This design comes from an exercise in tuning for small area on the open sky130 flow, not from production work.
In this exercise RTL edits were held to simulation tests only and were not proved equivalent to the original.
The flow treats the clock pin as an ideal source, which a real chip does not have.
Power figures rest on the tool's default switching activity, not on a simulated workload.

==> flow/design.v <==
module PanelDisplay (
input logic clk,
input logic rst,
input logic button_up,
input logic button_dn,
input logic button_r,
input logic button_l,
input logic switch,
output logic [5:0] P1_Score,
output logic [5:0] P2_Score,
output logic hsync,
output logic vsync,
output logic move_enable,
output logic [3:0] red,
output logic [3:0] green,
output logic [3:0] blue);
function automatic [7:0] radd(input [7:0] x, input [7:0] y, input ci);
  reg c; integer i;
  begin
    c = ci;
    for (i = 0; i < 8; i = i + 1) begin
      radd[i] = x[i] ^ y[i] ^ c;
      c = (x[i] & y[i]) | (c & (x[i] ^ y[i]));
    end
  end
endfunction
function automatic [7:0] incdec(input [7:0] x, input en, input dn);
  reg c; integer i;
  begin
    c = en;
    for (i = 0; i < 8; i = i + 1) begin
      incdec[i] = x[i] ^ c;
      c = c & (x[i] ^ dn);
    end
  end
endfunction
reg [4:0] L;    
reg [6:0] A;    
reg [3:0] U;    
reg [6:0] T;    
wire [3:0] B = L[4:1];
wire Lend = L[4] & L[1] & L[0];             
wire hend = A[6] & A[5] & A[3] & L[0];      
wire Uend = U[3] & U[0];                    
wire vend = T[6] & T[1] & U[2] & U[1];      
always_ff @(posedge clk) begin
  L <= rst ? 5'd1 : (Lend | hend) ? 5'd0 : incdec({3'd0, L}, 1'b1, 1'b0);
  A <= (rst | hend) ? 7'd0 : incdec({1'b0, A}, Lend, 1'b0);
  U <= (rst | (hend & (Uend | vend))) ? 4'd0 : incdec({4'd0, U}, hend, 1'b0);
  T <= (rst | (hend & vend)) ? 7'd0 : incdec({1'b0, T}, hend & Uend, 1'b0);
end
assign hsync = ~(A[6] & (A[5] | (A[4] & A[3] & A[2])));      
assign vsync = ~(T[6] & T[1]);                               
assign move_enable = T[6] & T[1] & (U[2:0] == 3'd0) & (A == 7'd0) & (L == 5'd1);
wire mv = move_enable & switch;
reg cu1, cd1, cu2, cd2;
always_ff @(posedge clk)
  if (hend) {cu1, cd1, cu2, cd2} <= {button_up, button_l, button_r, button_dn};
reg [5:0] a;  reg hb;      
reg [4:0] s;  reg hv;      
reg move_r, move_u;
reg [4:0] t1; reg u18, u19;    
reg [4:0] t2; reg v28, v27;    
reg [5:0] counter1, counter2;
assign P1_Score = counter1;
assign P2_Score = counter2;
wire sel = T[6];
wire psel = sel ? move_r : A[6];
wire [4:0] Tin = sel ? s : T[4:0];
wire [4:0] tp = psel ? t2 : t1;
wire pu8 = psel ? v28 : u18;           
wire pu9 = ~psel & u19;                
wire pu0 = psel & ~v28 & ~v27;         
wire lt7 = ~U[3] & ~(U[2] & U[1] & U[0]);
wire lt8 = ~U[3];
wire lt9 = ~(U[3] & U[0]);
wire cpr = pu8 ? lt8 : pu9 ? lt9 : (~pu0 & lt7);
wire cpc = hv ? pu9 : ~pu0;
wire cp = sel ? cpc : cpr;
wire [7:0] dpx = radd({3'd0, Tin}, {3'd0, ~tp}, ~cp);
wire [4:0] dp = dpx[4:0];
wire inp = dp <= 5'd8;
wire hit = inp | (dp >= 5'd30) | (dp == 5'd9 & hv & pu8);
wire coll = move_r ? (a == 6'd62 & hb) : (a == 6'd26 & ~hb);
wire miss = coll & ~hit;
wire wall = ~coll & (move_u ? (s == 5'd18 & ~hv) : (s == 5'd11 & hv));
wire hstep = mv | (coll & hit);
wire hplus = move_r ^ coll;
wire vstep = mv | wall;
wire vplus = ~(move_u ^ wall);
always_ff @(posedge clk) begin
  if (rst | miss) begin
    a <= 6'd45; hb <= 1'b0; s <= 5'd31; hv <= 1'b0;
  end else begin
    if (hstep) begin
      hb <= ~hb;
      a <= incdec({2'd0, a}, hb == hplus, ~hplus);
    end
    if (vstep) begin
      hv <= ~hv;
      s <= incdec({3'd0, s}, hv == vplus, ~vplus);
    end
  end
  if (rst) begin
    move_r <= 1'b0; move_u <= 1'b1;
  end else begin
    if (coll & hit) move_r <= ~move_r;
    if (wall) move_u <= ~move_u;
  end
  if (rst) counter1 <= 6'd0;
  else counter1 <= incdec({2'd0, counter1}, miss & move_r, 1'b0);
  if (rst) counter2 <= 6'd0;
  else counter2 <= incdec({2'd0, counter2}, miss & ~move_r, 1'b0);
end
wire lo1 = (t1 == 5'd17) | (t1 == 5'd18 & ~u19);         
wire hi1 = (t1 == 5'd5) | (t1 == 5'd4 & (u18 | u19));    
always_ff @(posedge clk) begin
  if (rst) begin
    t1 <= 5'd27; u18 <= 1'b1; u19 <= 1'b0;            
  end else if ((button_up ^ button_l) & mv) begin
    if (~lo1 & ~hi1) begin
      t1 <= incdec({3'd0, t1}, cu1 | cd1, ~cu1);
    end else if (lo1 & cu1) begin
      t1 <= 5'd21; u18 <= 1'b0; u19 <= 1'b1;           
    end else if (hi1 & cd1) begin
      t1 <= 5'd4; u18 <= 1'b0; u19 <= 1'b0;            
    end
  end
end
wire lo2 = (t2 == 5'd18);                                
wire hi2 = (t2 == 5'd5) | (t2 == 5'd4 & v28);            
always_ff @(posedge clk) begin
  if (rst) begin
    t2 <= 5'd27; v28 <= 1'b1; v27 <= 1'b0;            
  end else if ((button_dn ^ button_r) & mv) begin
    if (~lo2 & ~hi2) begin
      t2 <= incdec({3'd0, t2}, cu2 | cd2, ~cu2);
    end else if (lo2 & cu2) begin
      t2 <= 5'd19; v28 <= 1'b0; v27 <= 1'b0;           
    end else if (hi2 & cd2) begin
      t2 <= 5'd4; v28 <= 1'b0; v27 <= 1'b1;            
    end
  end
end
wire rowm = ~T[6] & (T[5] ^ T[4]);                       
wire ch  = hb | (~B[3] & ~(B[2] & (B[1] | B[0])));       
wire [7:0] dhx = radd({1'b0, A}, {2'b11, ~a}, ~ch);
wire [6:0] dh = dhx[6:0];
wire cv  = hv ? ~U[3] : (~U[3] & ~U[2] & ~(U[1] & U[0]));  
wire [7:0] dvx = radd({3'd0, T[4:0]}, {3'd0, ~s}, ~cv);
wire [4:0] dv = dvx[4:0];
wire ball = (dh[6:1] == 6'd0) & (dv[4:1] == 4'd0) & rowm;
wire a26 = (A == 7'd26) & (B >= 4'd5);
wire pc1 = a26 | (A == 7'd27);                                   
wire pc2 = ((A == 7'd64) & (B == 4'd9)) | (A == 7'd65) | ((A == 7'd66) & (B <= 4'd3));  
wire cb  = a26 | ((A >= 7'd27) & (A <= 7'd65)) | ((A == 7'd66) & (B <= 4'd4));          
wire rb  = ((T == 7'd17) & (U >= 4'd3)) | ((T == 7'd18) & (U <= 4'd7)) | ((T == 7'd45) & (U >= 4'd8))
         | (T == 7'd46) | ((T == 7'd47) & (U <= 4'd2));
wire pix = ball | (rb & cb) | (rowm & (pc1 | pc2) & inp);
assign red = {4{pix}};
assign green = {4{pix}};
assign blue = {4{pix}};
endmodule
==> flow/config.mk <==
export PLATFORM = sky130hd
export DESIGN_NAME = PanelDisplay
export DESIGN_NICKNAME = PanelDisplay
export VERILOG_FILES = /design/flow/design.v
export SDC_FILE = /design/flow/constraint.sdc
export NUM_CORES = 4
export LEC_CHECK = 0
export CAP_MARGIN = 20
export CORE_MARGIN = 2
export CORE_UTILIZATION = 40
export SLEW_MARGIN = 20
==> flow/constraint.sdc <==
create_clock -name core_clock -period 10.0 [get_ports {clk}]
set_input_delay 2.0000 -clock core_clock [delete_from_list [all_inputs] [get_ports {clk}]]
set_output_delay 2.0000 -clock core_clock [all_outputs]
set_load 0.01 [all_outputs]
standard.sh (not shown) runs the stock make flow with config.mk's settings and CLKGATE_MAP_FILE= SYNTH_SCRIPT=/design/flow/synth_recipe.tcl, a recipe that flattens the netlist after the stock synthesis.
==> flow/flow/run.sh <==
#!/bin/bash
# Layout flow: the standard synthesis, then an area-oriented re-mapping of
# the combinational logic between the unchanged registers (ABC &deepsyn + amap,
# a few random seeds, smallest kept), proven equivalent with Yosys, then the
# standard ORFS flow from floorplan on, with the smallest buffer cell on the
# ports and a clock tree of small buffers without dummy loads.
set -u
W=$(pwd)
RES=$W/orfs/results/$FLOW_PLATFORM/PanelDisplay/base
LIB=$FLOW_HOME/platforms/$FLOW_PLATFORM/lib/sky130_fd_sc_hd__tt_025C_1v80.lib
YOSYS=$(command -v yosys || echo "${YOSYS_EXE:-yosys}")
export BUFFER_PORTS_ARGS="-buffer_cell sky130_fd_sc_hd__buf_1"
# clock tree options (replace ORFS's default clock_tree_synthesis arguments)
if [ -s flow/cts.args ]; then export CTS_ARGS="$(cat flow/cts.args)"; fi

bash standard.sh synth > 1_standard_synth.log 2>&1 || exit 1
cp "$RES/1_2_yosys.v" std_synth.v

best=""; best_area=""
for S in 1 2 3 4; do
  sed "s#-T 60#-T 60 -S $S#" flow/deep.abc > deep_$S.abc
  sed "s#@LIB@#$LIB#g; s#flow/deep.abc#deep_$S.abc#; s#resyn.v#resyn_$S.v#" flow/resyn.ys > resyn_$S.ys
  "$YOSYS" -s resyn_$S.ys > 1_resyn_$S.log 2>&1 &
done
wait
for S in 1 2 3 4; do
  a=$(grep "Chip area" 1_resyn_$S.log | tail -1 | awk '{print $NF}')
  [ -s resyn_$S.v ] && [ -n "$a" ] || continue
  if [ -z "$best" ] || awk "BEGIN{exit !($a < $best_area)}"; then best=$S; best_area=$a; fi
done
echo "seed areas:" > resyn_status.log
grep -H "Chip area" 1_resyn_*.log >> resyn_status.log
sed "s#@LIB@#$LIB#g" flow/equiv.ys > equiv_run.ys
if [ -n "$best" ] && cp resyn_$best.v resyn.v && "$YOSYS" -s equiv_run.ys > 1_equiv.log 2>&1; then
  echo "seed $best ($best_area) proven equivalent; using it" >> resyn_status.log
  cp resyn.v "$RES/1_2_yosys.v"
  rm -f "$RES/1_synth.odb" "$RES/1_synth.sdc"
else
  echo "re-mapping failed or not proven; keeping the standard netlist" >> resyn_status.log
fi

bash standard.sh finish > 2_standard_finish.log 2>&1
==> flow/flow/cts.args <==
-sink_clustering_enable -repair_clock_nets -buf_list sky130_fd_sc_hd__clkbuf_8 -dont_use_dummy_load -sink_clustering_size 30 -sink_clustering_max_diameter 150
Other scripts of this flow, unchanged in this note and not shown: flow/flow/deep.abc, flow/flow/equiv.ys, flow/flow/resyn.ys
The baseline finished clean.
Then changed:
--- a/flow/flow/run.sh
+++ b/flow/flow/run.sh
@@ -20,4 +20,7 @@
-for S in 1 2 3 4; do
-  sed "s#-T 60#-T 60 -S $S#" flow/deep.abc > deep_$S.abc
-  sed "s#@LIB@#$LIB#g; s#flow/deep.abc#deep_$S.abc#; s#resyn.v#resyn_$S.v#" flow/resyn.ys > resyn_$S.ys
-  "$YOSYS" -s resyn_$S.ys > 1_resyn_$S.log 2>&1 &
+for round in "1 2 3 4" "5 6 7 8"; do
+  for S in $round; do
+    sed "s#-T 60#-T 60 -S $S#" flow/deep.abc > deep_$S.abc
+    sed "s#@LIB@#$LIB#g; s#flow/deep.abc#deep_$S.abc#; s#resyn.v#resyn_$S.v#" flow/resyn.ys > resyn_$S.ys
+    "$YOSYS" -s resyn_$S.ys > 1_resyn_$S.log 2>&1 &
+  done
+  wait
@@ -25,2 +28 @@
-wait
-for S in 1 2 3 4; do
+for S in 1 2 3 4 5 6 7 8; do
==> flow/flow/cts.args (replaced) <==
-sink_clustering_enable -repair_clock_nets -root_buf sky130_fd_sc_hd__clkbuf_4 -buf_list sky130_fd_sc_hd__clkbuf_4 -dont_use_dummy_load -sink_clustering_size 30 -sink_clustering_max_diameter 150
--- a/flow/config.mk
+++ b/flow/config.mk
@@ -10 +10 @@
-export CORE_UTILIZATION = 40
+export CORE_UTILIZATION = 70
=> Total power goes down by 3.3%; sequential share of layout area goes up by 0.46 points; hold slack gains 0.013 ns.

[re-timing with driven ports]
Ports are ideal in the flow. The routed layouts listed here were re-timed in OpenROAD. Step 1 assumes that a clkbuf_16 drives the clock port and a buf_2 every other input. Step 2 adds t to the input delays and takes it off the output delays; t is the mean of the earliest and latest rising clock arrival at the registers after step 1. Input paths then give back, and output paths get back, about the clock's delay inside the block. Slacks: no drivers / after step 1 / after step 2; pairs: no drivers / after step 1.
run	t, ns	slack for setup (ns)	clock arrival spread, ns	worst register clock-pin slew, ns
the first run	0.368	2.406 / 2.371 / 2.739	0.032 / 0.032	0.08 / 0.08
the second run	0.435	3.184 / 3.156 / 3.592	0.035 / 0.035	0.11 / 0.11
After both steps every run listed still meets setup and hold.
